Background: an optimization exercise with open tools, aiming at small area and a short achievable clock period. Do not read the settings as production practice.
No functional check of the RTL was part of this run.
Power and IR drop assume default switching activity.

===== design.v =====
module mxu_pe_mac_lo (
    input wire [7:0] w,
    input wire one0, two0, neg0,
    input wire one1, two1, neg1,
    input wire [12:0] ps,
    output wire [12:0] lo,
    output wire t
);
  wire [8:0] sel0;
  assign sel0[0] = one0 & w[0];
  assign sel0[1] = (one0 & w[1]) | (two0 & w[0]);
  assign sel0[2] = (one0 & w[2]) | (two0 & w[1]);
  assign sel0[3] = (one0 & w[3]) | (two0 & w[2]);
  assign sel0[4] = (one0 & w[4]) | (two0 & w[3]);
  assign sel0[5] = (one0 & w[5]) | (two0 & w[4]);
  assign sel0[6] = (one0 & w[6]) | (two0 & w[5]);
  assign sel0[7] = (one0 & w[7]) | (two0 & w[6]);
  assign sel0[8] = (one0 & w[7]) | (two0 & w[7]);
  wire [8:0] sel1;
  assign sel1[0] = one1 & w[0];
  assign sel1[1] = (one1 & w[1]) | (two1 & w[0]);
  assign sel1[2] = (one1 & w[2]) | (two1 & w[1]);
  assign sel1[3] = (one1 & w[3]) | (two1 & w[2]);
  assign sel1[4] = (one1 & w[4]) | (two1 & w[3]);
  assign sel1[5] = (one1 & w[5]) | (two1 & w[4]);
  assign sel1[6] = (one1 & w[6]) | (two1 & w[5]);
  assign sel1[7] = (one1 & w[7]) | (two1 & w[6]);
  assign sel1[8] = (one1 & w[7]) | (two1 & w[7]);
  wire ly1;
  mxu_pe_hx u_ly1 (.a(ps[2]), .b(neg1), .x(ly1));
  wire ly2;
  mxu_pe_hx u_ly2 (.a(ly1), .b(neg0), .x(ly2));
  wire ly3;
  mxu_pe_hx u_ly3 (.a(sel0[2]), .b(ly2), .x(ly3));
  wire ly4;
  mxu_pe_hx u_ly4 (.a(sel0[2]), .b(neg0), .x(ly4));
  wire lc5;
  mxu_pe_maj u_lc5 (.a(ps[2]), .b(neg1), .c(ly4), .y(lc5));
  wire ly6;
  mxu_pe_hx u_ly6 (.a(neg0), .b(neg1), .x(ly6));
  wire ly7;
  mxu_pe_hx u_ly7 (.a(ps[3]), .b(ly6), .x(ly7));
  wire ly8;
  mxu_pe_hx u_ly8 (.a(sel0[3]), .b(sel1[1]), .x(ly8));
  wire ly9;
  mxu_pe_hx u_ly9 (.a(ly8), .b(ly7), .x(ly9));
  wire ly10;
  mxu_pe_hx u_ly10 (.a(sel0[3]), .b(neg0), .x(ly10));
  wire ly11;
  mxu_pe_hx u_ly11 (.a(sel1[1]), .b(neg1), .x(ly11));
  wire lc12;
  mxu_pe_maj u_lc12 (.a(ps[3]), .b(ly10), .c(ly11), .y(lc12));
  wire ly13;
  mxu_pe_hx u_ly13 (.a(ps[4]), .b(ly6), .x(ly13));
  wire ly14;
  mxu_pe_hx u_ly14 (.a(sel0[4]), .b(sel1[2]), .x(ly14));
  wire ly15;
  mxu_pe_hx u_ly15 (.a(ly14), .b(ly13), .x(ly15));
  wire ly16;
  mxu_pe_hx u_ly16 (.a(sel0[4]), .b(neg0), .x(ly16));
  wire ly17;
  mxu_pe_hx u_ly17 (.a(sel1[2]), .b(neg1), .x(ly17));
  wire lc18;
  mxu_pe_maj u_lc18 (.a(ps[4]), .b(ly16), .c(ly17), .y(lc18));
  wire ly19;
  mxu_pe_hx u_ly19 (.a(ps[5]), .b(ly6), .x(ly19));
  wire ly20;
  mxu_pe_hx u_ly20 (.a(sel0[5]), .b(sel1[3]), .x(ly20));
  wire ly21;
  mxu_pe_hx u_ly21 (.a(ly20), .b(ly19), .x(ly21));
  wire ly22;
  mxu_pe_hx u_ly22 (.a(sel0[5]), .b(neg0), .x(ly22));
  wire ly23;
  mxu_pe_hx u_ly23 (.a(sel1[3]), .b(neg1), .x(ly23));
  wire lc24;
  mxu_pe_maj u_lc24 (.a(ps[5]), .b(ly22), .c(ly23), .y(lc24));
  wire ly25;
  mxu_pe_hx u_ly25 (.a(ps[6]), .b(ly6), .x(ly25));
  wire ly26;
  mxu_pe_hx u_ly26 (.a(sel0[6]), .b(sel1[4]), .x(ly26));
  wire ly27;
  mxu_pe_hx u_ly27 (.a(ly26), .b(ly25), .x(ly27));
  wire ly28;
  mxu_pe_hx u_ly28 (.a(sel0[6]), .b(neg0), .x(ly28));
  wire ly29;
  mxu_pe_hx u_ly29 (.a(sel1[4]), .b(neg1), .x(ly29));
  wire lc30;
  mxu_pe_maj u_lc30 (.a(ps[6]), .b(ly28), .c(ly29), .y(lc30));
  wire ly31;
  mxu_pe_hx u_ly31 (.a(ps[7]), .b(ly6), .x(ly31));
  wire ly32;
  mxu_pe_hx u_ly32 (.a(sel0[7]), .b(sel1[5]), .x(ly32));
  wire ly33;
  mxu_pe_hx u_ly33 (.a(ly32), .b(ly31), .x(ly33));
  wire ly34;
  mxu_pe_hx u_ly34 (.a(sel0[7]), .b(neg0), .x(ly34));
  wire ly35;
  mxu_pe_hx u_ly35 (.a(sel1[5]), .b(neg1), .x(ly35));
  wire lc36;
  mxu_pe_maj u_lc36 (.a(ps[7]), .b(ly34), .c(ly35), .y(lc36));
  wire ly37;
  mxu_pe_hx u_ly37 (.a(neg1), .b(~neg0), .x(ly37));
  wire ly38;
  mxu_pe_hx u_ly38 (.a(~ps[8]), .b(ly37), .x(ly38));
  wire ly39;
  mxu_pe_hx u_ly39 (.a(sel0[8]), .b(sel1[6]), .x(ly39));
  wire ly40;
  mxu_pe_hx u_ly40 (.a(ly39), .b(ly38), .x(ly40));
  wire ly41;
  mxu_pe_hx u_ly41 (.a(sel0[8]), .b(~neg0), .x(ly41));
  wire ly42;
  mxu_pe_hx u_ly42 (.a(sel1[6]), .b(neg1), .x(ly42));
  wire lc43;
  mxu_pe_maj u_lc43 (.a(~ps[8]), .b(ly41), .c(ly42), .y(lc43));
  wire ly44;
  mxu_pe_hx u_ly44 (.a(~ps[9]), .b(ps[8]), .x(ly44));
  wire ly45;
  mxu_pe_hx u_ly45 (.a(ly44), .b(neg1), .x(ly45));
  wire ly46;
  mxu_pe_hx u_ly46 (.a(sel1[7]), .b(ly45), .x(ly46));
  wire ly47;
  mxu_pe_hx u_ly47 (.a(sel1[7]), .b(neg1), .x(ly47));
  wire lc48;
  mxu_pe_maj u_lc48 (.a(~ps[9]), .b(ps[8]), .c(ly47), .y(lc48));
  wire ly49;
  mxu_pe_hx u_ly49 (.a(ps[10]), .b(ps[9]), .x(ly49));
  wire ly50;
  mxu_pe_hx u_ly50 (.a(ly49), .b(~neg1), .x(ly50));
  wire ly51;
  mxu_pe_hx u_ly51 (.a(sel1[8]), .b(ly50), .x(ly51));
  wire ly52;
  mxu_pe_hx u_ly52 (.a(sel1[8]), .b(~neg1), .x(ly52));
  wire lc53;
  mxu_pe_maj u_lc53 (.a(ps[10]), .b(ps[9]), .c(ly52), .y(lc53));
  wire ly54;
  mxu_pe_hx u_ly54 (.a(sel0[0]), .b(neg0), .x(ly54));
  wire ly55;
  mxu_pe_hx u_ly55 (.a(sel0[1]), .b(neg0), .x(ly55));
  wire ly56;
  mxu_pe_hx u_ly56 (.a(sel1[0]), .b(neg1), .x(ly56));
  wire [12:0] ra = {ps[12], ~ps[11], ly51, ly46, ly40, ly33, ly27, ly21, ly15, ly9, ly3, ps[1], ps[0]};
  wire [12:0] rb = {ps[11], lc53, lc48, lc43, lc36, lc30, lc24, lc18, lc12, lc5, ly56, ly55, ly54};
  mxu_pe_add13 add (.a(ra), .b(rb), .cin(neg0), .sum(lo), .cout(t));
endmodule
module mxu_pe_mac_hi (
    input wire [7:0] w,
    input wire one2, two2, neg2,
    input wire one3, two3, neg3,
    input wire [23:0] x,
    input wire t,
    output wire [23:0] result
);
  wire [8:0] sel2;
  assign sel2[0] = one2 & w[0];
  assign sel2[1] = (one2 & w[1]) | (two2 & w[0]);
  assign sel2[2] = (one2 & w[2]) | (two2 & w[1]);
  assign sel2[3] = (one2 & w[3]) | (two2 & w[2]);
  assign sel2[4] = (one2 & w[4]) | (two2 & w[3]);
  assign sel2[5] = (one2 & w[5]) | (two2 & w[4]);
  assign sel2[6] = (one2 & w[6]) | (two2 & w[5]);
  assign sel2[7] = (one2 & w[7]) | (two2 & w[6]);
  assign sel2[8] = (one2 & w[7]) | (two2 & w[7]);
  wire [8:0] sel3;
  assign sel3[0] = one3 & w[0];
  assign sel3[1] = (one3 & w[1]) | (two3 & w[0]);
  assign sel3[2] = (one3 & w[2]) | (two3 & w[1]);
  assign sel3[3] = (one3 & w[3]) | (two3 & w[2]);
  assign sel3[4] = (one3 & w[4]) | (two3 & w[3]);
  assign sel3[5] = (one3 & w[5]) | (two3 & w[4]);
  assign sel3[6] = (one3 & w[6]) | (two3 & w[5]);
  assign sel3[7] = (one3 & w[7]) | (two3 & w[6]);
  assign sel3[8] = (one3 & w[7]) | (two3 & w[7]);
  wire hy1;
  mxu_pe_hx u_hy1 (.a(x[6]), .b(neg3), .x(hy1));
  wire hy2;
  mxu_pe_hx u_hy2 (.a(hy1), .b(neg2), .x(hy2));
  wire hy3;
  mxu_pe_hx u_hy3 (.a(sel2[2]), .b(hy2), .x(hy3));
  wire hy4;
  mxu_pe_hx u_hy4 (.a(sel2[2]), .b(neg2), .x(hy4));
  wire hc5;
  mxu_pe_maj u_hc5 (.a(x[6]), .b(neg3), .c(hy4), .y(hc5));
  wire hy6;
  mxu_pe_hx u_hy6 (.a(neg2), .b(neg3), .x(hy6));
  wire hy7;
  mxu_pe_hx u_hy7 (.a(x[7]), .b(hy6), .x(hy7));
  wire hy8;
  mxu_pe_hx u_hy8 (.a(sel2[3]), .b(sel3[1]), .x(hy8));
  wire hy9;
  mxu_pe_hx u_hy9 (.a(hy8), .b(hy7), .x(hy9));
  wire hy10;
  mxu_pe_hx u_hy10 (.a(sel2[3]), .b(neg2), .x(hy10));
  wire hy11;
  mxu_pe_hx u_hy11 (.a(sel3[1]), .b(neg3), .x(hy11));
  wire hc12;
  mxu_pe_maj u_hc12 (.a(x[7]), .b(hy10), .c(hy11), .y(hc12));
  wire hy13;
  mxu_pe_hx u_hy13 (.a(x[8]), .b(hy6), .x(hy13));
  wire hy14;
  mxu_pe_hx u_hy14 (.a(sel2[4]), .b(sel3[2]), .x(hy14));
  wire hy15;
  mxu_pe_hx u_hy15 (.a(hy14), .b(hy13), .x(hy15));
  wire hy16;
  mxu_pe_hx u_hy16 (.a(sel2[4]), .b(neg2), .x(hy16));
  wire hy17;
  mxu_pe_hx u_hy17 (.a(sel3[2]), .b(neg3), .x(hy17));
  wire hc18;
  mxu_pe_maj u_hc18 (.a(x[8]), .b(hy16), .c(hy17), .y(hc18));
  wire hy19;
  mxu_pe_hx u_hy19 (.a(x[9]), .b(hy6), .x(hy19));
  wire hy20;
  mxu_pe_hx u_hy20 (.a(sel2[5]), .b(sel3[3]), .x(hy20));
  wire hy21;
  mxu_pe_hx u_hy21 (.a(hy20), .b(hy19), .x(hy21));
  wire hy22;
  mxu_pe_hx u_hy22 (.a(sel2[5]), .b(neg2), .x(hy22));
  wire hy23;
  mxu_pe_hx u_hy23 (.a(sel3[3]), .b(neg3), .x(hy23));
  wire hc24;
  mxu_pe_maj u_hc24 (.a(x[9]), .b(hy22), .c(hy23), .y(hc24));
  wire hy25;
  mxu_pe_hx u_hy25 (.a(x[10]), .b(hy6), .x(hy25));
  wire hy26;
  mxu_pe_hx u_hy26 (.a(sel2[6]), .b(sel3[4]), .x(hy26));
  wire hy27;
  mxu_pe_hx u_hy27 (.a(hy26), .b(hy25), .x(hy27));
  wire hy28;
  mxu_pe_hx u_hy28 (.a(sel2[6]), .b(neg2), .x(hy28));
  wire hy29;
  mxu_pe_hx u_hy29 (.a(sel3[4]), .b(neg3), .x(hy29));
  wire hc30;
  mxu_pe_maj u_hc30 (.a(x[10]), .b(hy28), .c(hy29), .y(hc30));
  wire hy31;
  mxu_pe_hx u_hy31 (.a(x[11]), .b(hy6), .x(hy31));
  wire hy32;
  mxu_pe_hx u_hy32 (.a(sel2[7]), .b(sel3[5]), .x(hy32));
  wire hy33;
  mxu_pe_hx u_hy33 (.a(hy32), .b(hy31), .x(hy33));
  wire hy34;
  mxu_pe_hx u_hy34 (.a(sel2[7]), .b(neg2), .x(hy34));
  wire hy35;
  mxu_pe_hx u_hy35 (.a(sel3[5]), .b(neg3), .x(hy35));
  wire hc36;
  mxu_pe_maj u_hc36 (.a(x[11]), .b(hy34), .c(hy35), .y(hc36));
  wire hy37;
  mxu_pe_hx u_hy37 (.a(neg3), .b(~neg2), .x(hy37));
  wire hy38;
  mxu_pe_hx u_hy38 (.a(x[12]), .b(hy37), .x(hy38));
  wire hy39;
  mxu_pe_hx u_hy39 (.a(sel2[8]), .b(sel3[6]), .x(hy39));
  wire hy40;
  mxu_pe_hx u_hy40 (.a(hy39), .b(hy38), .x(hy40));
  wire hy41;
  mxu_pe_hx u_hy41 (.a(sel2[8]), .b(~neg2), .x(hy41));
  wire hy42;
  mxu_pe_hx u_hy42 (.a(sel3[6]), .b(neg3), .x(hy42));
  wire hc43;
  mxu_pe_maj u_hc43 (.a(x[12]), .b(hy41), .c(hy42), .y(hc43));
  wire hy44;
  mxu_pe_hx u_hy44 (.a(~x[13]), .b(t), .x(hy44));
  wire hy45;
  mxu_pe_hx u_hy45 (.a(hy44), .b(neg3), .x(hy45));
  wire hy46;
  mxu_pe_hx u_hy46 (.a(sel3[7]), .b(hy45), .x(hy46));
  wire hy47;
  mxu_pe_hx u_hy47 (.a(sel3[7]), .b(neg3), .x(hy47));
  wire hc48;
  mxu_pe_maj u_hc48 (.a(~x[13]), .b(t), .c(hy47), .y(hc48));
  wire hy49;
  mxu_pe_hx u_hy49 (.a(x[14]), .b(x[13]), .x(hy49));
  wire hy50;
  mxu_pe_hx u_hy50 (.a(hy49), .b(~neg3), .x(hy50));
  wire hy51;
  mxu_pe_hx u_hy51 (.a(sel3[8]), .b(hy50), .x(hy51));
  wire hy52;
  mxu_pe_hx u_hy52 (.a(sel3[8]), .b(~neg3), .x(hy52));
  wire hc53;
  mxu_pe_maj u_hc53 (.a(x[14]), .b(x[13]), .c(hy52), .y(hc53));
  wire hy54;
  mxu_pe_hx u_hy54 (.a(sel2[0]), .b(neg2), .x(hy54));
  wire hy55;
  mxu_pe_hx u_hy55 (.a(sel2[1]), .b(neg2), .x(hy55));
  wire hy56;
  mxu_pe_hx u_hy56 (.a(sel3[0]), .b(neg3), .x(hy56));
  wire [19:0] ra = {~x[23], ~x[22], ~x[21], ~x[20], ~x[19], ~x[18], ~x[17], ~x[16], ~x[15], hy51, hy46, hy40, hy33, hy27, hy21, hy15, hy9, hy3, x[5], x[4]};
  wire [19:0] rb = {x[22], x[21], x[20], x[19], x[18], x[17], x[16], x[15], hc53, hc48, hc43, hc36, hc30, hc24, hc18, hc12, hc5, hy56, hy55, hy54};
  wire [19:0] sum;
  wire c_unused;
  mxu_pe_add20 add (.a(ra), .b(rb), .cin(neg2), .sum(sum), .cout(c_unused));
  assign result = {sum, x[3:0]};
endmodule
module mxu_pe_add13 (
    input wire [12:0] a,
    input wire [12:0] b,
    input wire cin,
    output wire [12:0] sum,
    output wire cout
);
  wire [12:0] x;
  wire gn0_1, pn0_1;
  mxu_pe_pg0 u_pg0 (.a(a[0]), .b(b[0]), .gn(gn0_1), .pn(pn0_1));
  mxu_pe_hx u_x0 (.a(a[0]), .b(b[0]), .x(x[0]));
  wire gn0_2, pn0_2;
  mxu_pe_pg0 u_pg1 (.a(a[1]), .b(b[1]), .gn(gn0_2), .pn(pn0_2));
  mxu_pe_hx u_x1 (.a(a[1]), .b(b[1]), .x(x[1]));
  wire gn0_3, pn0_3;
  mxu_pe_pg0 u_pg2 (.a(a[2]), .b(b[2]), .gn(gn0_3), .pn(pn0_3));
  mxu_pe_hx u_x2 (.a(a[2]), .b(b[2]), .x(x[2]));
  wire gn0_4, pn0_4;
  mxu_pe_pg0 u_pg3 (.a(a[3]), .b(b[3]), .gn(gn0_4), .pn(pn0_4));
  mxu_pe_hx u_x3 (.a(a[3]), .b(b[3]), .x(x[3]));
  wire gn0_5, pn0_5;
  mxu_pe_pg0 u_pg4 (.a(a[4]), .b(b[4]), .gn(gn0_5), .pn(pn0_5));
  mxu_pe_hx u_x4 (.a(a[4]), .b(b[4]), .x(x[4]));
  wire gn0_6, pn0_6;
  mxu_pe_pg0 u_pg5 (.a(a[5]), .b(b[5]), .gn(gn0_6), .pn(pn0_6));
  mxu_pe_hx u_x5 (.a(a[5]), .b(b[5]), .x(x[5]));
  wire gn0_7, pn0_7;
  mxu_pe_pg0 u_pg6 (.a(a[6]), .b(b[6]), .gn(gn0_7), .pn(pn0_7));
  mxu_pe_hx u_x6 (.a(a[6]), .b(b[6]), .x(x[6]));
  wire gn0_8, pn0_8;
  mxu_pe_pg0 u_pg7 (.a(a[7]), .b(b[7]), .gn(gn0_8), .pn(pn0_8));
  mxu_pe_hx u_x7 (.a(a[7]), .b(b[7]), .x(x[7]));
  wire gn0_9, pn0_9;
  mxu_pe_pg0 u_pg8 (.a(a[8]), .b(b[8]), .gn(gn0_9), .pn(pn0_9));
  mxu_pe_hx u_x8 (.a(a[8]), .b(b[8]), .x(x[8]));
  wire gn0_10, pn0_10;
  mxu_pe_pg0 u_pg9 (.a(a[9]), .b(b[9]), .gn(gn0_10), .pn(pn0_10));
  mxu_pe_hx u_x9 (.a(a[9]), .b(b[9]), .x(x[9]));
  wire gn0_11, pn0_11;
  mxu_pe_pg0 u_pg10 (.a(a[10]), .b(b[10]), .gn(gn0_11), .pn(pn0_11));
  mxu_pe_hx u_x10 (.a(a[10]), .b(b[10]), .x(x[10]));
  wire gn0_12, pn0_12;
  mxu_pe_pg0 u_pg11 (.a(a[11]), .b(b[11]), .gn(gn0_12), .pn(pn0_12));
  mxu_pe_hx u_x11 (.a(a[11]), .b(b[11]), .x(x[11]));
  wire gn0_13, pn0_13;
  mxu_pe_pg0 u_pg12 (.a(a[12]), .b(b[12]), .gn(gn0_13), .pn(pn0_13));
  mxu_pe_hx u_x12 (.a(a[12]), .b(b[12]), .x(x[12]));
  wire cinn = ~cin;
  wire g1_0 = ~cinn;
  wire g1_1;
  mxu_pe_gi u_n1_1 (.gnh(gn0_1), .pnh(pn0_1), .gnl(cinn), .g(g1_1));
  wire g1_2 = ~gn0_2;
  wire p1_2 = ~pn0_2;
  wire g1_3, p1_3;
  mxu_pe_gpi u_n1_3 (.gnh(gn0_3), .pnh(pn0_3), .gnl(gn0_2), .pnl(pn0_2), .g(g1_3), .p(p1_3));
  wire g1_4 = ~gn0_4;
  wire p1_4 = ~pn0_4;
  wire g1_5, p1_5;
  mxu_pe_gpi u_n1_5 (.gnh(gn0_5), .pnh(pn0_5), .gnl(gn0_4), .pnl(pn0_4), .g(g1_5), .p(p1_5));
  wire g1_6 = ~gn0_6;
  wire p1_6 = ~pn0_6;
  wire g1_7, p1_7;
  mxu_pe_gpi u_n1_7 (.gnh(gn0_7), .pnh(pn0_7), .gnl(gn0_6), .pnl(pn0_6), .g(g1_7), .p(p1_7));
  wire g1_8 = ~gn0_8;
  wire p1_8 = ~pn0_8;
  wire g1_9, p1_9;
  mxu_pe_gpi u_n1_9 (.gnh(gn0_9), .pnh(pn0_9), .gnl(gn0_8), .pnl(pn0_8), .g(g1_9), .p(p1_9));
  wire g1_10 = ~gn0_10;
  wire p1_10 = ~pn0_10;
  wire g1_11, p1_11;
  mxu_pe_gpi u_n1_11 (.gnh(gn0_11), .pnh(pn0_11), .gnl(gn0_10), .pnl(pn0_10), .g(g1_11), .p(p1_11));
  wire g1_12 = ~gn0_12;
  wire p1_12 = ~pn0_12;
  wire g1_13, p1_13;
  mxu_pe_gpi u_n1_13 (.gnh(gn0_13), .pnh(pn0_13), .gnl(gn0_12), .pnl(pn0_12), .g(g1_13), .p(p1_13));
  wire g2_0 = ~g1_0;
  wire g2_1 = ~g1_1;
  wire g2_2;
  mxu_pe_gt u_n2_2 (.gh(g1_2), .ph(p1_2), .gl(g1_1), .gn(g2_2));
  wire g2_3;
  mxu_pe_gt u_n2_3 (.gh(g1_3), .ph(p1_3), .gl(g1_1), .gn(g2_3));
  wire g2_4 = ~g1_4;
  wire p2_4 = ~p1_4;
  wire g2_5 = ~g1_5;
  wire p2_5 = ~p1_5;
  wire g2_6, p2_6;
  mxu_pe_gpt u_n2_6 (.gh(g1_6), .ph(p1_6), .gl(g1_5), .pl(p1_5), .gn(g2_6), .pn(p2_6));
  wire g2_7, p2_7;
  mxu_pe_gpt u_n2_7 (.gh(g1_7), .ph(p1_7), .gl(g1_5), .pl(p1_5), .gn(g2_7), .pn(p2_7));
  wire g2_8 = ~g1_8;
  wire p2_8 = ~p1_8;
  wire g2_9 = ~g1_9;
  wire p2_9 = ~p1_9;
  wire g2_10, p2_10;
  mxu_pe_gpt u_n2_10 (.gh(g1_10), .ph(p1_10), .gl(g1_9), .pl(p1_9), .gn(g2_10), .pn(p2_10));
  wire g2_11, p2_11;
  mxu_pe_gpt u_n2_11 (.gh(g1_11), .ph(p1_11), .gl(g1_9), .pl(p1_9), .gn(g2_11), .pn(p2_11));
  wire g2_12 = ~g1_12;
  wire p2_12 = ~p1_12;
  wire g2_13 = ~g1_13;
  wire p2_13 = ~p1_13;
  wire g3_0 = ~g2_0;
  wire g3_1 = ~g2_1;
  wire g3_2 = ~g2_2;
  wire g3_3 = ~g2_3;
  wire g3_4;
  mxu_pe_gi u_n3_4 (.gnh(g2_4), .pnh(p2_4), .gnl(g2_3), .g(g3_4));
  wire g3_5;
  mxu_pe_gi u_n3_5 (.gnh(g2_5), .pnh(p2_5), .gnl(g2_3), .g(g3_5));
  wire g3_6;
  mxu_pe_gi u_n3_6 (.gnh(g2_6), .pnh(p2_6), .gnl(g2_3), .g(g3_6));
  wire g3_7;
  mxu_pe_gi u_n3_7 (.gnh(g2_7), .pnh(p2_7), .gnl(g2_3), .g(g3_7));
  wire g3_8 = ~g2_8;
  wire p3_8 = ~p2_8;
  wire g3_9 = ~g2_9;
  wire p3_9 = ~p2_9;
  wire g3_10 = ~g2_10;
  wire p3_10 = ~p2_10;
  wire g3_11 = ~g2_11;
  wire p3_11 = ~p2_11;
  wire g3_12, p3_12;
  mxu_pe_gpi u_n3_12 (.gnh(g2_12), .pnh(p2_12), .gnl(g2_11), .pnl(p2_11), .g(g3_12), .p(p3_12));
  wire g3_13, p3_13;
  mxu_pe_gpi u_n3_13 (.gnh(g2_13), .pnh(p2_13), .gnl(g2_11), .pnl(p2_11), .g(g3_13), .p(p3_13));
  wire g4_0 = ~g3_0;
  wire g4_1 = ~g3_1;
  wire g4_2 = ~g3_2;
  wire g4_3 = ~g3_3;
  wire g4_4 = ~g3_4;
  wire g4_5 = ~g3_5;
  wire g4_6 = ~g3_6;
  wire g4_7 = ~g3_7;
  wire g4_8;
  mxu_pe_gt u_n4_8 (.gh(g3_8), .ph(p3_8), .gl(g3_7), .gn(g4_8));
  wire g4_9;
  mxu_pe_gt u_n4_9 (.gh(g3_9), .ph(p3_9), .gl(g3_7), .gn(g4_9));
  wire g4_10;
  mxu_pe_gt u_n4_10 (.gh(g3_10), .ph(p3_10), .gl(g3_7), .gn(g4_10));
  wire g4_11;
  mxu_pe_gt u_n4_11 (.gh(g3_11), .ph(p3_11), .gl(g3_7), .gn(g4_11));
  wire g4_12;
  mxu_pe_gt u_n4_12 (.gh(g3_12), .ph(p3_12), .gl(g3_7), .gn(g4_12));
  wire g4_13;
  mxu_pe_gt u_n4_13 (.gh(g3_13), .ph(p3_13), .gl(g3_7), .gn(g4_13));
  assign sum[0] = ~(x[0] ^ g4_0);
  assign sum[1] = ~(x[1] ^ g4_1);
  assign sum[2] = ~(x[2] ^ g4_2);
  assign sum[3] = ~(x[3] ^ g4_3);
  assign sum[4] = ~(x[4] ^ g4_4);
  assign sum[5] = ~(x[5] ^ g4_5);
  assign sum[6] = ~(x[6] ^ g4_6);
  assign sum[7] = ~(x[7] ^ g4_7);
  assign sum[8] = ~(x[8] ^ g4_8);
  assign sum[9] = ~(x[9] ^ g4_9);
  assign sum[10] = ~(x[10] ^ g4_10);
  assign sum[11] = ~(x[11] ^ g4_11);
  assign sum[12] = ~(x[12] ^ g4_12);
  assign cout = ~g4_13;
endmodule
module mxu_pe_add20 (
    input wire [19:0] a,
    input wire [19:0] b,
    input wire cin,
    output wire [19:0] sum,
    output wire cout
);
  wire [19:0] x;
  wire gn0_1, pn0_1;
  mxu_pe_pg0 u_pg0 (.a(a[0]), .b(b[0]), .gn(gn0_1), .pn(pn0_1));
  mxu_pe_hx u_x0 (.a(a[0]), .b(b[0]), .x(x[0]));
  wire gn0_2, pn0_2;
  mxu_pe_pg0 u_pg1 (.a(a[1]), .b(b[1]), .gn(gn0_2), .pn(pn0_2));
  mxu_pe_hx u_x1 (.a(a[1]), .b(b[1]), .x(x[1]));
  wire gn0_3, pn0_3;
  mxu_pe_pg0 u_pg2 (.a(a[2]), .b(b[2]), .gn(gn0_3), .pn(pn0_3));
  mxu_pe_hx u_x2 (.a(a[2]), .b(b[2]), .x(x[2]));
  wire gn0_4, pn0_4;
  mxu_pe_pg0 u_pg3 (.a(a[3]), .b(b[3]), .gn(gn0_4), .pn(pn0_4));
  mxu_pe_hx u_x3 (.a(a[3]), .b(b[3]), .x(x[3]));
  wire gn0_5, pn0_5;
  mxu_pe_pg0 u_pg4 (.a(a[4]), .b(b[4]), .gn(gn0_5), .pn(pn0_5));
  mxu_pe_hx u_x4 (.a(a[4]), .b(b[4]), .x(x[4]));
  wire gn0_6, pn0_6;
  mxu_pe_pg0 u_pg5 (.a(a[5]), .b(b[5]), .gn(gn0_6), .pn(pn0_6));
  mxu_pe_hx u_x5 (.a(a[5]), .b(b[5]), .x(x[5]));
  wire gn0_7, pn0_7;
  mxu_pe_pg0 u_pg6 (.a(a[6]), .b(b[6]), .gn(gn0_7), .pn(pn0_7));
  mxu_pe_hx u_x6 (.a(a[6]), .b(b[6]), .x(x[6]));
  wire gn0_8, pn0_8;
  mxu_pe_pg0 u_pg7 (.a(a[7]), .b(b[7]), .gn(gn0_8), .pn(pn0_8));
  mxu_pe_hx u_x7 (.a(a[7]), .b(b[7]), .x(x[7]));
  wire gn0_9, pn0_9;
  mxu_pe_pg0 u_pg8 (.a(a[8]), .b(b[8]), .gn(gn0_9), .pn(pn0_9));
  mxu_pe_hx u_x8 (.a(a[8]), .b(b[8]), .x(x[8]));
  wire gn0_10, pn0_10;
  mxu_pe_pg0 u_pg9 (.a(a[9]), .b(b[9]), .gn(gn0_10), .pn(pn0_10));
  mxu_pe_hx u_x9 (.a(a[9]), .b(b[9]), .x(x[9]));
  wire gn0_11, pn0_11;
  mxu_pe_pg0 u_pg10 (.a(a[10]), .b(b[10]), .gn(gn0_11), .pn(pn0_11));
  mxu_pe_hx u_x10 (.a(a[10]), .b(b[10]), .x(x[10]));
  wire gn0_12, pn0_12;
  mxu_pe_pg0 u_pg11 (.a(a[11]), .b(b[11]), .gn(gn0_12), .pn(pn0_12));
  mxu_pe_hx u_x11 (.a(a[11]), .b(b[11]), .x(x[11]));
  wire gn0_13, pn0_13;
  mxu_pe_pg0 u_pg12 (.a(a[12]), .b(b[12]), .gn(gn0_13), .pn(pn0_13));
  mxu_pe_hx u_x12 (.a(a[12]), .b(b[12]), .x(x[12]));
  wire gn0_14, pn0_14;
  mxu_pe_pg0 u_pg13 (.a(a[13]), .b(b[13]), .gn(gn0_14), .pn(pn0_14));
  mxu_pe_hx u_x13 (.a(a[13]), .b(b[13]), .x(x[13]));
  wire gn0_15, pn0_15;
  mxu_pe_pg0 u_pg14 (.a(a[14]), .b(b[14]), .gn(gn0_15), .pn(pn0_15));
  mxu_pe_hx u_x14 (.a(a[14]), .b(b[14]), .x(x[14]));
  wire gn0_16, pn0_16;
  mxu_pe_pg0 u_pg15 (.a(a[15]), .b(b[15]), .gn(gn0_16), .pn(pn0_16));
  mxu_pe_hx u_x15 (.a(a[15]), .b(b[15]), .x(x[15]));
  wire gn0_17, pn0_17;
  mxu_pe_pg0 u_pg16 (.a(a[16]), .b(b[16]), .gn(gn0_17), .pn(pn0_17));
  mxu_pe_hx u_x16 (.a(a[16]), .b(b[16]), .x(x[16]));
  wire gn0_18, pn0_18;
  mxu_pe_pg0 u_pg17 (.a(a[17]), .b(b[17]), .gn(gn0_18), .pn(pn0_18));
  mxu_pe_hx u_x17 (.a(a[17]), .b(b[17]), .x(x[17]));
  wire gn0_19, pn0_19;
  mxu_pe_pg0 u_pg18 (.a(a[18]), .b(b[18]), .gn(gn0_19), .pn(pn0_19));
  mxu_pe_hx u_x18 (.a(a[18]), .b(b[18]), .x(x[18]));
  wire gn0_20, pn0_20;
  mxu_pe_pg0 u_pg19 (.a(a[19]), .b(b[19]), .gn(gn0_20), .pn(pn0_20));
  mxu_pe_hx u_x19 (.a(a[19]), .b(b[19]), .x(x[19]));
  wire cinn = ~cin;
  wire g1_0 = ~cinn;
  wire g1_1;
  mxu_pe_gi u_n1_1 (.gnh(gn0_1), .pnh(pn0_1), .gnl(cinn), .g(g1_1));
  wire g1_2 = ~gn0_2;
  wire p1_2 = ~pn0_2;
  wire g1_3, p1_3;
  mxu_pe_gpi u_n1_3 (.gnh(gn0_3), .pnh(pn0_3), .gnl(gn0_2), .pnl(pn0_2), .g(g1_3), .p(p1_3));
  wire g1_4 = ~gn0_4;
  wire p1_4 = ~pn0_4;
  wire g1_5, p1_5;
  mxu_pe_gpi u_n1_5 (.gnh(gn0_5), .pnh(pn0_5), .gnl(gn0_4), .pnl(pn0_4), .g(g1_5), .p(p1_5));
  wire g1_6 = ~gn0_6;
  wire p1_6 = ~pn0_6;
  wire g1_7, p1_7;
  mxu_pe_gpi u_n1_7 (.gnh(gn0_7), .pnh(pn0_7), .gnl(gn0_6), .pnl(pn0_6), .g(g1_7), .p(p1_7));
  wire g1_8 = ~gn0_8;
  wire p1_8 = ~pn0_8;
  wire g1_9, p1_9;
  mxu_pe_gpi u_n1_9 (.gnh(gn0_9), .pnh(pn0_9), .gnl(gn0_8), .pnl(pn0_8), .g(g1_9), .p(p1_9));
  wire g1_10 = ~gn0_10;
  wire p1_10 = ~pn0_10;
  wire g1_11, p1_11;
  mxu_pe_gpi u_n1_11 (.gnh(gn0_11), .pnh(pn0_11), .gnl(gn0_10), .pnl(pn0_10), .g(g1_11), .p(p1_11));
  wire g1_12 = ~gn0_12;
  wire p1_12 = ~pn0_12;
  wire g1_13, p1_13;
  mxu_pe_gpi u_n1_13 (.gnh(gn0_13), .pnh(pn0_13), .gnl(gn0_12), .pnl(pn0_12), .g(g1_13), .p(p1_13));
  wire g1_14 = ~gn0_14;
  wire p1_14 = ~pn0_14;
  wire g1_15, p1_15;
  mxu_pe_gpi u_n1_15 (.gnh(gn0_15), .pnh(pn0_15), .gnl(gn0_14), .pnl(pn0_14), .g(g1_15), .p(p1_15));
  wire g1_16 = ~gn0_16;
  wire p1_16 = ~pn0_16;
  wire g1_17, p1_17;
  mxu_pe_gpi u_n1_17 (.gnh(gn0_17), .pnh(pn0_17), .gnl(gn0_16), .pnl(pn0_16), .g(g1_17), .p(p1_17));
  wire g1_18 = ~gn0_18;
  wire p1_18 = ~pn0_18;
  wire g1_19, p1_19;
  mxu_pe_gpi u_n1_19 (.gnh(gn0_19), .pnh(pn0_19), .gnl(gn0_18), .pnl(pn0_18), .g(g1_19), .p(p1_19));
  wire g1_20 = ~gn0_20;
  wire p1_20 = ~pn0_20;
  wire g2_0 = ~g1_0;
  wire g2_1 = ~g1_1;
  wire g2_2;
  mxu_pe_gt u_n2_2 (.gh(g1_2), .ph(p1_2), .gl(g1_1), .gn(g2_2));
  wire g2_3;
  mxu_pe_gt u_n2_3 (.gh(g1_3), .ph(p1_3), .gl(g1_1), .gn(g2_3));
  wire g2_4 = ~g1_4;
  wire p2_4 = ~p1_4;
  wire g2_5 = ~g1_5;
  wire p2_5 = ~p1_5;
  wire g2_6, p2_6;
  mxu_pe_gpt u_n2_6 (.gh(g1_6), .ph(p1_6), .gl(g1_5), .pl(p1_5), .gn(g2_6), .pn(p2_6));
  wire g2_7, p2_7;
  mxu_pe_gpt u_n2_7 (.gh(g1_7), .ph(p1_7), .gl(g1_5), .pl(p1_5), .gn(g2_7), .pn(p2_7));
  wire g2_8 = ~g1_8;
  wire p2_8 = ~p1_8;
  wire g2_9 = ~g1_9;
  wire p2_9 = ~p1_9;
  wire g2_10, p2_10;
  mxu_pe_gpt u_n2_10 (.gh(g1_10), .ph(p1_10), .gl(g1_9), .pl(p1_9), .gn(g2_10), .pn(p2_10));
  wire g2_11, p2_11;
  mxu_pe_gpt u_n2_11 (.gh(g1_11), .ph(p1_11), .gl(g1_9), .pl(p1_9), .gn(g2_11), .pn(p2_11));
  wire g2_12 = ~g1_12;
  wire p2_12 = ~p1_12;
  wire g2_13 = ~g1_13;
  wire p2_13 = ~p1_13;
  wire g2_14, p2_14;
  mxu_pe_gpt u_n2_14 (.gh(g1_14), .ph(p1_14), .gl(g1_13), .pl(p1_13), .gn(g2_14), .pn(p2_14));
  wire g2_15, p2_15;
  mxu_pe_gpt u_n2_15 (.gh(g1_15), .ph(p1_15), .gl(g1_13), .pl(p1_13), .gn(g2_15), .pn(p2_15));
  wire g2_16 = ~g1_16;
  wire p2_16 = ~p1_16;
  wire g2_17 = ~g1_17;
  wire p2_17 = ~p1_17;
  wire g2_18, p2_18;
  mxu_pe_gpt u_n2_18 (.gh(g1_18), .ph(p1_18), .gl(g1_17), .pl(p1_17), .gn(g2_18), .pn(p2_18));
  wire g2_19, p2_19;
  mxu_pe_gpt u_n2_19 (.gh(g1_19), .ph(p1_19), .gl(g1_17), .pl(p1_17), .gn(g2_19), .pn(p2_19));
  wire g2_20 = ~g1_20;
  wire p2_20 = ~p1_20;
  wire g3_0 = ~g2_0;
  wire g3_1 = ~g2_1;
  wire g3_2 = ~g2_2;
  wire g3_3 = ~g2_3;
  wire g3_4;
  mxu_pe_gi u_n3_4 (.gnh(g2_4), .pnh(p2_4), .gnl(g2_3), .g(g3_4));
  wire g3_5;
  mxu_pe_gi u_n3_5 (.gnh(g2_5), .pnh(p2_5), .gnl(g2_3), .g(g3_5));
  wire g3_6;
  mxu_pe_gi u_n3_6 (.gnh(g2_6), .pnh(p2_6), .gnl(g2_3), .g(g3_6));
  wire g3_7;
  mxu_pe_gi u_n3_7 (.gnh(g2_7), .pnh(p2_7), .gnl(g2_3), .g(g3_7));
  wire g3_8 = ~g2_8;
  wire p3_8 = ~p2_8;
  wire g3_9 = ~g2_9;
  wire p3_9 = ~p2_9;
  wire g3_10 = ~g2_10;
  wire p3_10 = ~p2_10;
  wire g3_11 = ~g2_11;
  wire p3_11 = ~p2_11;
  wire g3_12, p3_12;
  mxu_pe_gpi u_n3_12 (.gnh(g2_12), .pnh(p2_12), .gnl(g2_11), .pnl(p2_11), .g(g3_12), .p(p3_12));
  wire g3_13, p3_13;
  mxu_pe_gpi u_n3_13 (.gnh(g2_13), .pnh(p2_13), .gnl(g2_11), .pnl(p2_11), .g(g3_13), .p(p3_13));
  wire g3_14, p3_14;
  mxu_pe_gpi u_n3_14 (.gnh(g2_14), .pnh(p2_14), .gnl(g2_11), .pnl(p2_11), .g(g3_14), .p(p3_14));
  wire g3_15, p3_15;
  mxu_pe_gpi u_n3_15 (.gnh(g2_15), .pnh(p2_15), .gnl(g2_11), .pnl(p2_11), .g(g3_15), .p(p3_15));
  wire g3_16 = ~g2_16;
  wire p3_16 = ~p2_16;
  wire g3_17 = ~g2_17;
  wire p3_17 = ~p2_17;
  wire g3_18 = ~g2_18;
  wire p3_18 = ~p2_18;
  wire g3_19 = ~g2_19;
  wire p3_19 = ~p2_19;
  wire g3_20, p3_20;
  mxu_pe_gpi u_n3_20 (.gnh(g2_20), .pnh(p2_20), .gnl(g2_19), .pnl(p2_19), .g(g3_20), .p(p3_20));
  wire g4_0 = ~g3_0;
  wire g4_1 = ~g3_1;
  wire g4_2 = ~g3_2;
  wire g4_3 = ~g3_3;
  wire g4_4 = ~g3_4;
  wire g4_5 = ~g3_5;
  wire g4_6 = ~g3_6;
  wire g4_7 = ~g3_7;
  wire g4_8;
  mxu_pe_gt u_n4_8 (.gh(g3_8), .ph(p3_8), .gl(g3_7), .gn(g4_8));
  wire g4_9;
  mxu_pe_gt u_n4_9 (.gh(g3_9), .ph(p3_9), .gl(g3_7), .gn(g4_9));
  wire g4_10;
  mxu_pe_gt u_n4_10 (.gh(g3_10), .ph(p3_10), .gl(g3_7), .gn(g4_10));
  wire g4_11;
  mxu_pe_gt u_n4_11 (.gh(g3_11), .ph(p3_11), .gl(g3_7), .gn(g4_11));
  wire g4_12;
  mxu_pe_gt u_n4_12 (.gh(g3_12), .ph(p3_12), .gl(g3_7), .gn(g4_12));
  wire g4_13;
  mxu_pe_gt u_n4_13 (.gh(g3_13), .ph(p3_13), .gl(g3_7), .gn(g4_13));
  wire g4_14;
  mxu_pe_gt u_n4_14 (.gh(g3_14), .ph(p3_14), .gl(g3_7), .gn(g4_14));
  wire g4_15;
  mxu_pe_gt u_n4_15 (.gh(g3_15), .ph(p3_15), .gl(g3_7), .gn(g4_15));
  wire g4_16 = ~g3_16;
  wire p4_16 = ~p3_16;
  wire g4_17 = ~g3_17;
  wire p4_17 = ~p3_17;
  wire g4_18 = ~g3_18;
  wire p4_18 = ~p3_18;
  wire g4_19 = ~g3_19;
  wire p4_19 = ~p3_19;
  wire g4_20 = ~g3_20;
  wire p4_20 = ~p3_20;
  wire g5_0 = ~g4_0;
  wire g5_1 = ~g4_1;
  wire g5_2 = ~g4_2;
  wire g5_3 = ~g4_3;
  wire g5_4 = ~g4_4;
  wire g5_5 = ~g4_5;
  wire g5_6 = ~g4_6;
  wire g5_7 = ~g4_7;
  wire g5_8 = ~g4_8;
  wire g5_9 = ~g4_9;
  wire g5_10 = ~g4_10;
  wire g5_11 = ~g4_11;
  wire g5_12 = ~g4_12;
  wire g5_13 = ~g4_13;
  wire g5_14 = ~g4_14;
  wire g5_15 = ~g4_15;
  wire g5_16;
  mxu_pe_gi u_n5_16 (.gnh(g4_16), .pnh(p4_16), .gnl(g4_15), .g(g5_16));
  wire g5_17;
  mxu_pe_gi u_n5_17 (.gnh(g4_17), .pnh(p4_17), .gnl(g4_15), .g(g5_17));
  wire g5_18;
  mxu_pe_gi u_n5_18 (.gnh(g4_18), .pnh(p4_18), .gnl(g4_15), .g(g5_18));
  wire g5_19;
  mxu_pe_gi u_n5_19 (.gnh(g4_19), .pnh(p4_19), .gnl(g4_15), .g(g5_19));
  wire g5_20;
  mxu_pe_gi u_n5_20 (.gnh(g4_20), .pnh(p4_20), .gnl(g4_15), .g(g5_20));
  assign sum[0] = x[0] ^ g5_0;
  assign sum[1] = x[1] ^ g5_1;
  assign sum[2] = x[2] ^ g5_2;
  assign sum[3] = x[3] ^ g5_3;
  assign sum[4] = x[4] ^ g5_4;
  assign sum[5] = x[5] ^ g5_5;
  assign sum[6] = x[6] ^ g5_6;
  assign sum[7] = x[7] ^ g5_7;
  assign sum[8] = x[8] ^ g5_8;
  assign sum[9] = x[9] ^ g5_9;
  assign sum[10] = x[10] ^ g5_10;
  assign sum[11] = x[11] ^ g5_11;
  assign sum[12] = x[12] ^ g5_12;
  assign sum[13] = x[13] ^ g5_13;
  assign sum[14] = x[14] ^ g5_14;
  assign sum[15] = x[15] ^ g5_15;
  assign sum[16] = x[16] ^ g5_16;
  assign sum[17] = x[17] ^ g5_17;
  assign sum[18] = x[18] ^ g5_18;
  assign sum[19] = x[19] ^ g5_19;
  assign cout = g5_20;
endmodule
module mxu_pe_hipre (input wire [8:0] xh, input wire c, output wire [8:0] sel0,
                     output wire [8:0] sel1);
  wire [8:0] xh_m1 = xh - 9'd1;
  wire [8:0] xh_p1 = xh + 9'd1;
  assign sel0 = c ? xh : xh_m1;
  assign sel1 = c ? xh_p1 : xh;
endmodule
module mxu_pe_mux9 (input wire [8:0] sel0, input wire [8:0] sel1, input wire s,
                    output wire [8:0] y);
  assign y = s ? sel1 : sel0;
endmodule
module mxu_pe_pg0 (input wire a, input wire b, output wire gn, output wire pn);
  assign gn = ~(a & b);
  assign pn = ~(a | b);
endmodule
module mxu_pe_maj (input wire a, input wire b, input wire c, output wire y);
  assign y = (a & b) | (a & c) | (b & c);
endmodule
module mxu_pe_hx (input wire a, input wire b, output wire x);
  assign x = a ^ b;
endmodule
module mxu_pe_gpt (input wire gh, input wire ph, input wire gl, input wire pl,
                   output wire gn, output wire pn);
  assign gn = ~(gh | (ph & gl));
  assign pn = ~(ph & pl);
endmodule
module mxu_pe_gpi (input wire gnh, input wire pnh, input wire gnl, input wire pnl,
                   output wire g, output wire p);
  assign g = ~(gnh & (pnh | gnl));
  assign p = ~(pnh | pnl);
endmodule
module mxu_pe_gt (input wire gh, input wire ph, input wire gl, output wire gn);
  assign gn = ~(gh | (ph & gl));
endmodule
module mxu_pe_gi (input wire gnh, input wire pnh, input wire gnl, output wire g);
  assign g = ~(gnh & (pnh | gnl));
endmodule
module mxu_pe #(
    parameter Y_INDEX = 0   
) (
    input wire clk,
    input wire rst_n,
    input wire load_phase,
    input wire [7:0] load_weight_target_y,
    input wire [7:0] load_weight,
    input wire [7:0] activation,
    input wire [23:0] partial_sum,
    output reg [23:0] result,
    output reg phase_out,
    output reg [7:0] load_weight_target_y_out,
    output reg [7:0] weight_out,
    output reg [7:0] activation_out_bw
);
  reg ld1, ld2;
  reg [7:0] ty1, ty2;
  reg [7:0] lw1, lw2;
  reg [7:0] act1, act2, act3, act4;
  reg two0_1, one1_1, two1_1;   
  reg one2_2, two2_2, one3_2, two3_2;   
  reg [23:0] ps1;
  reg [23:0] mac2;
  reg mac2_t;
  reg [7:0] w_cur, w_old, w_nx1, w_nx2;
  wire hit2 = ld2 && (ty2 == Y_INDEX);
  wire [12:0] lo1;
  wire t1;
  wire [23:0] x2 = {mac2[23:13], ~mac2[12], mac2[11:0]};
  wire [23:0] sum2;
  mxu_pe_mac_lo mac_lo (
      .w(w_cur),
      .one0(act1[0]),
      .two0(two0_1),
      .neg0(act1[1]),
      .one1(one1_1),
      .two1(two1_1),
      .neg1(act1[3]),
      .ps(ps1[12:0]),
      .lo(lo1),
      .t(t1)
  );
  mxu_pe_mac_hi mac_hi (
      .w(w_old),
      .one2(one2_2),
      .two2(two2_2),
      .neg2(act2[5]),
      .one3(one3_2),
      .two3(two3_2),
      .neg3(act2[7]),
      .x(x2),
      .t(mac2_t),
      .result(sum2)
  );
  always @(posedge clk or negedge rst_n) begin
    if (!rst_n) begin
      ld1 <= 1'b0;
      ty1 <= 8'b0;
      lw1 <= 8'b0;
      ld2 <= 1'b0;
      ty2 <= 8'b0;
      lw2 <= 8'b0;
      phase_out <= 1'b0;
      load_weight_target_y_out <= 8'b0;
      weight_out <= 8'b0;
      act1 <= 8'b0;
      act2 <= 8'b0;
      act3 <= 8'b0;
      act4 <= 8'b0;
      activation_out_bw <= 8'b0;
      two0_1 <= 1'b0;
      one1_1 <= 1'b0;
      two1_1 <= 1'b0;
      one2_2 <= 1'b0;
      two2_2 <= 1'b0;
      one3_2 <= 1'b0;
      two3_2 <= 1'b0;
      ps1 <= 24'b0;
      mac2 <= 24'b0;
      mac2_t <= 1'b0;
      result <= 24'b0;
      w_cur <= 8'b0;
      w_old <= 8'b0;
      w_nx1 <= 8'b0;
      w_nx2 <= 8'b0;
    end else begin
      ld1 <= load_phase;
      ty1 <= load_weight_target_y;
      lw1 <= load_weight;
      ld2 <= ld1;
      ty2 <= ty1;
      lw2 <= lw1;
      phase_out <= ld2;
      load_weight_target_y_out <= ty2;
      weight_out <= lw2;
      act1 <= activation;
      act2 <= act1;
      act3 <= act2;
      act4 <= act3;
      activation_out_bw <= act4;
      two0_1 <= activation[1] & ~activation[0];
      one1_1 <= activation[2] ^ activation[1];
      two1_1 <= (activation[3] ^ activation[2]) & ~(activation[2] ^ activation[1]);
      one2_2 <= act1[4] ^ act1[3];
      two2_2 <= (act1[5] ^ act1[4]) & ~(act1[4] ^ act1[3]);
      one3_2 <= act1[6] ^ act1[5];
      two3_2 <= (act1[7] ^ act1[6]) & ~(act1[6] ^ act1[5]);
      ps1 <= partial_sum;
      mac2 <= {ps1[23:13], ~lo1[12], lo1[11:0]};
      mac2_t <= t1;
      result <= sum2;
      w_nx2 <= hit2 ? lw2 : w_old;
      w_nx1 <= w_nx2;
      w_cur <= w_nx1;
      w_old <= w_cur;
    end
  end
endmodule

===== constraint.sdc =====
create_clock -name core_clock -period 6.2 [get_ports {clk}]
set_input_delay 1.2400 -clock core_clock [delete_from_list [all_inputs] [get_ports {clk}]]
set_output_delay 1.2400 -clock core_clock [all_outputs]
set_load 0.01 [all_outputs]

===== config.mk =====
export PLATFORM = sky130hd
export DESIGN_NAME = mxu_pe
export DESIGN_NICKNAME = mxu_pe
export VERILOG_FILES = /design/flow/design.v
export SDC_FILE = /design/flow/constraint.sdc
export NUM_CORES = 4
export LEC_CHECK = 0
export CAP_MARGIN = 20
export CORE_MARGIN = 2
export CORE_UTILIZATION = 60
export SETUP_SLACK_MARGIN = 3.6
export SLEW_MARGIN = 20
export SYNTH_HIERARCHICAL = 1

===== flow/run.sh =====
#!/bin/bash
# Standard ORFS layout with smaller port buffers and a clock tree without dummy loads.
set -euo pipefail
export BUFFER_PORTS_ARGS="-buffer_cell sky130_fd_sc_hd__buf_1"
export CTS_ARGS="-sink_clustering_enable -repair_clock_nets -dont_use_dummy_load -buf_list sky130_fd_sc_hd__clkbuf_8"
bash standard.sh > standard_flow.log 2>&1

===== standard.sh =====
#!/bin/bash
# synth_recipe.tcl (not shown) runs the flow's synth.tcl, then flattens the netlist and writes it again
# the make line also repeats each setting of config.mk as NAME=value (left out here)
make -C /OpenROAD-flow-scripts/flow DESIGN_CONFIG=/design/flow/config.mk WORK_HOME=/design/flow/orfs CLKGATE_MAP_FILE= SYNTH_SCRIPT=/design/flow/synth_recipe.tcl "${@:-finish}"

==> results.txt <==
post-DP HPWL 9790 um; Clock transition at path regs 0.06 ns; Floorplan Core Area 13,800 sq um; cell repeated most along the worst path sky130_fd_sc_hd__xor2_1; Syn Std Cell Area 8410 sq um; peak supply drop 286 uV; outcome timing/DRC/antenna clean; biggest regs mac2 x24, ps1 x24, result x24; Pint 2.38 mW; drt wl/cell 14.1 um; setup tns final 0 ns; proportion of total power due to net switching 0.312; beginning of the worst hold path act4[0]; crit path max fanout 7; Hold Crit Class flop to flop; fraction of the cycle the final worst path needs 0.402; post-synthesis instance total 677; met1 layer usage reported by global route 0.248; largest delay contributor family on the critical path XOR/XNOR gates; first-pass GRT wire length 22,800 um; Switching Power 1.08 mW; via count of the first global-routing pass 4,933; Max stage delay cell, worst path sky130_fd_sc_hd__dfrtp_4; critical path endpoint category flop; clk sink count 203; vias per std cell 4.88; number of top-level pins 100; Clk pwr share 0.271; delay of the slowest cell on the worst path 0.54 ns; vertical die dimension 122 um; overflow left after global routing 0; Detailed Route WL 14,200 um; DR iter-0 viols 196; final worst path period need 2.49 ns; total setup violations reported at the end of the flow 0; met3 usage in global routing 0.0483; R2R setup slack 3.71 ns; CP cell instances xor2_4 -> xor2_1 -> xor2_1 -> nor2_1 -> nor2_2 -> nand2_2 -> nor2_2 -> a21oi_4 -> o21ai_1 -> xor2_1; number of levels in the clock H-tree 2; Die Area 15,000 sq um; leakage power 4.67 nW; met2 usage in global routing 0.330; Power Total 3.46 mW; Max Slew Vio Count 0; initial antenna violation count 0; Setup crit start kind flop; mean instance size in the synthesized netlist 12.4 sq um; Worst Path Class, Setup flop to flop; number of buffers created by CTS 35; CP Data Arrival Time 2.88 ns; antenna diode count 0; number of warnings issued by yosys 7; fraction of final layout cells sized beyond drive strength 1 0.203; Worst Tran Pin Value 0.981 ns; FMAX 0.401 GHz; final routed DRC violation total 0; sequential share of power 0.453; Buf/Inv on CP 0; final number of hold-violating endpoints 0; later-pin clock latency in the skew report 0.51 ns; busiest layer in global routing met2; via count 4,921; reg2reg start act2[5]; WP data required 6.59 ns; remaining antenna violation count 0; pin count of the biggest net entering global routing 131; Max transition margin 0.346; root buffer cell sky130_fd_sc_hd__clkbuf_8; drt pass-1 iters 4; Initial Utilization 0.610; final weighted congestion of routability-driven global placement 0.869; launching instance or port of the critical path act2[5]; Cell Rows 43; horizontal extent of the die 122 um; Area growth syn-to-layout 16.0%; RSZ-0062 raised after global routing yes; # nets final 881; TritonCTS clock tree built; Post-Syn Nets 728; capture point of the worst path result[20]; Max Cap Viol 0; clock skew 0.0574 ns; RR Endpoint result[20]; critical path depth in cells 10; Power Density 354 nW/um^2; maximum clock path buffer count 3; combinational group share of total power 0.276; Worst Reg-to-Reg Cells 10; number of buffers inserted by port buffering 99; hold-fix buffers at CTS 0; overall fraction of global-route tracks in use 0.197
## final cells by class
type | instances | area, sq um
clock buffers | 35 | 482
multi-input cells | 402 | 3110
flip-flops and latches | 203 | 5100
repair buffers | 128 | 616
fillers | 1017 | 4020
inverters | 60 | 225
well taps | 180 | 225
## power groups by stage
stage	logic (mW)	registers, mW	clock network [mW]
finish	0.953	1.57	0.937
global route	1.05	1.58	1.04
floorplan	0.616	1.61	0
global placement	0.800	1.59	0
CTS	0.898	1.57	0.971
detailed placement	0.826	1.59	0
## what timing repair did
| item | in CTS | in global routing |
|---|---|---|
| resized for setup | 11 | 16 |
| setup buffers | 6 | 22 |
| pin swaps | 1 | 13 |
| setup endpoints to repair | 19 | 18 |
## metrics by stage
stage               hold WS [ns]   util  instances  worst slack, ns  area, sq um
floorplan                  0.331      -        677             3.63         8430
global placement           0.332  0.650        945             3.35         8950
detailed placement         0.335  0.650        945             3.19         8950
CTS                        0.305  0.692        986             3.61         9530
global route               0.308  0.708       1008             3.56         9750
finish                     0.301  0.708       1008             3.71         9750
## worst reg2reg max path, delay by kind of cell (launching register included)
family,cells,cell delay (ns)
xor gates and xnor gates,4,0.95
DFF,1,0.54
AOI/OAI and AO/OA,2,0.27
and+or+nand+nor,4,0.62
## layout by cell type (no fill, tap or decap), drive strengths merged
cell type,n
nand2,48
xor2,146
clkbuf,36
o21a,4
dfrtp,203
a22o,28
mux2,8
nand3b,1
nor2b,1
buf,127
o21ai,38
nor2,55
a21oi,30
inv,60
xnor2,17
and2,4
maj3,18
nor3,1
nor4,1
nand2b,1
nand4b,1
## metal layers
| layer | wire, um | part of all wire | vias up |
|---|---|---|---|
| li1 | - | - | 2446 |
| met4 | 328 | 0.023 | 0 |
| met2 | 7130 | 0.50 | 103 |
| met5 | 0 | 0 | - |
| met3 | 599 | 0.042 | 28 |
| met1 | 6110 | 0.43 | 2344 |
## worst min-delay path by stage
stage	end	slack, ns	depth (start not counted)
floorplan	act2[2]	0.33	0
global placement	act4[4]	0.33	0
detailed placement	w_nx1[4]	0.33	0
CTS	activation_out_bw[0]	0.30	0
global route	activation_out_bw[0]	0.31	0
finish	activation_out_bw[0]	0.30	0

re-timing with driven ports:
How much do the figures lean on ideal ports? The routed layout below was timed once more, with nothing changed but the port constraints.
Step 1 assumes that a clkbuf_16 drives the clock port and a buf_2 every other input.
Step 2 adds t to the input delays and takes it off the output delays; t is the mean of the earliest and latest rising clock arrival at the registers after step 1. Input paths then give back, and output paths get back, about the clock's delay inside the block.
Slacks: ideal / step 1 / step 2; pairs: ideal / step 1.
t (ns): 0.522
setup WS [ns]: 3.708 / 3.708 / 3.493
clock arrival spread, ns: 0.060 / 0.060
slew at the worst register clock pin (ns): 0.06 / 0.06
After both steps setup and hold are still met in this run. The setup slack of this run moves by 0.000 ns with the drivers and by -0.215 ns with both steps. The worst setup slack also covers recovery checks on asynchronous resets.
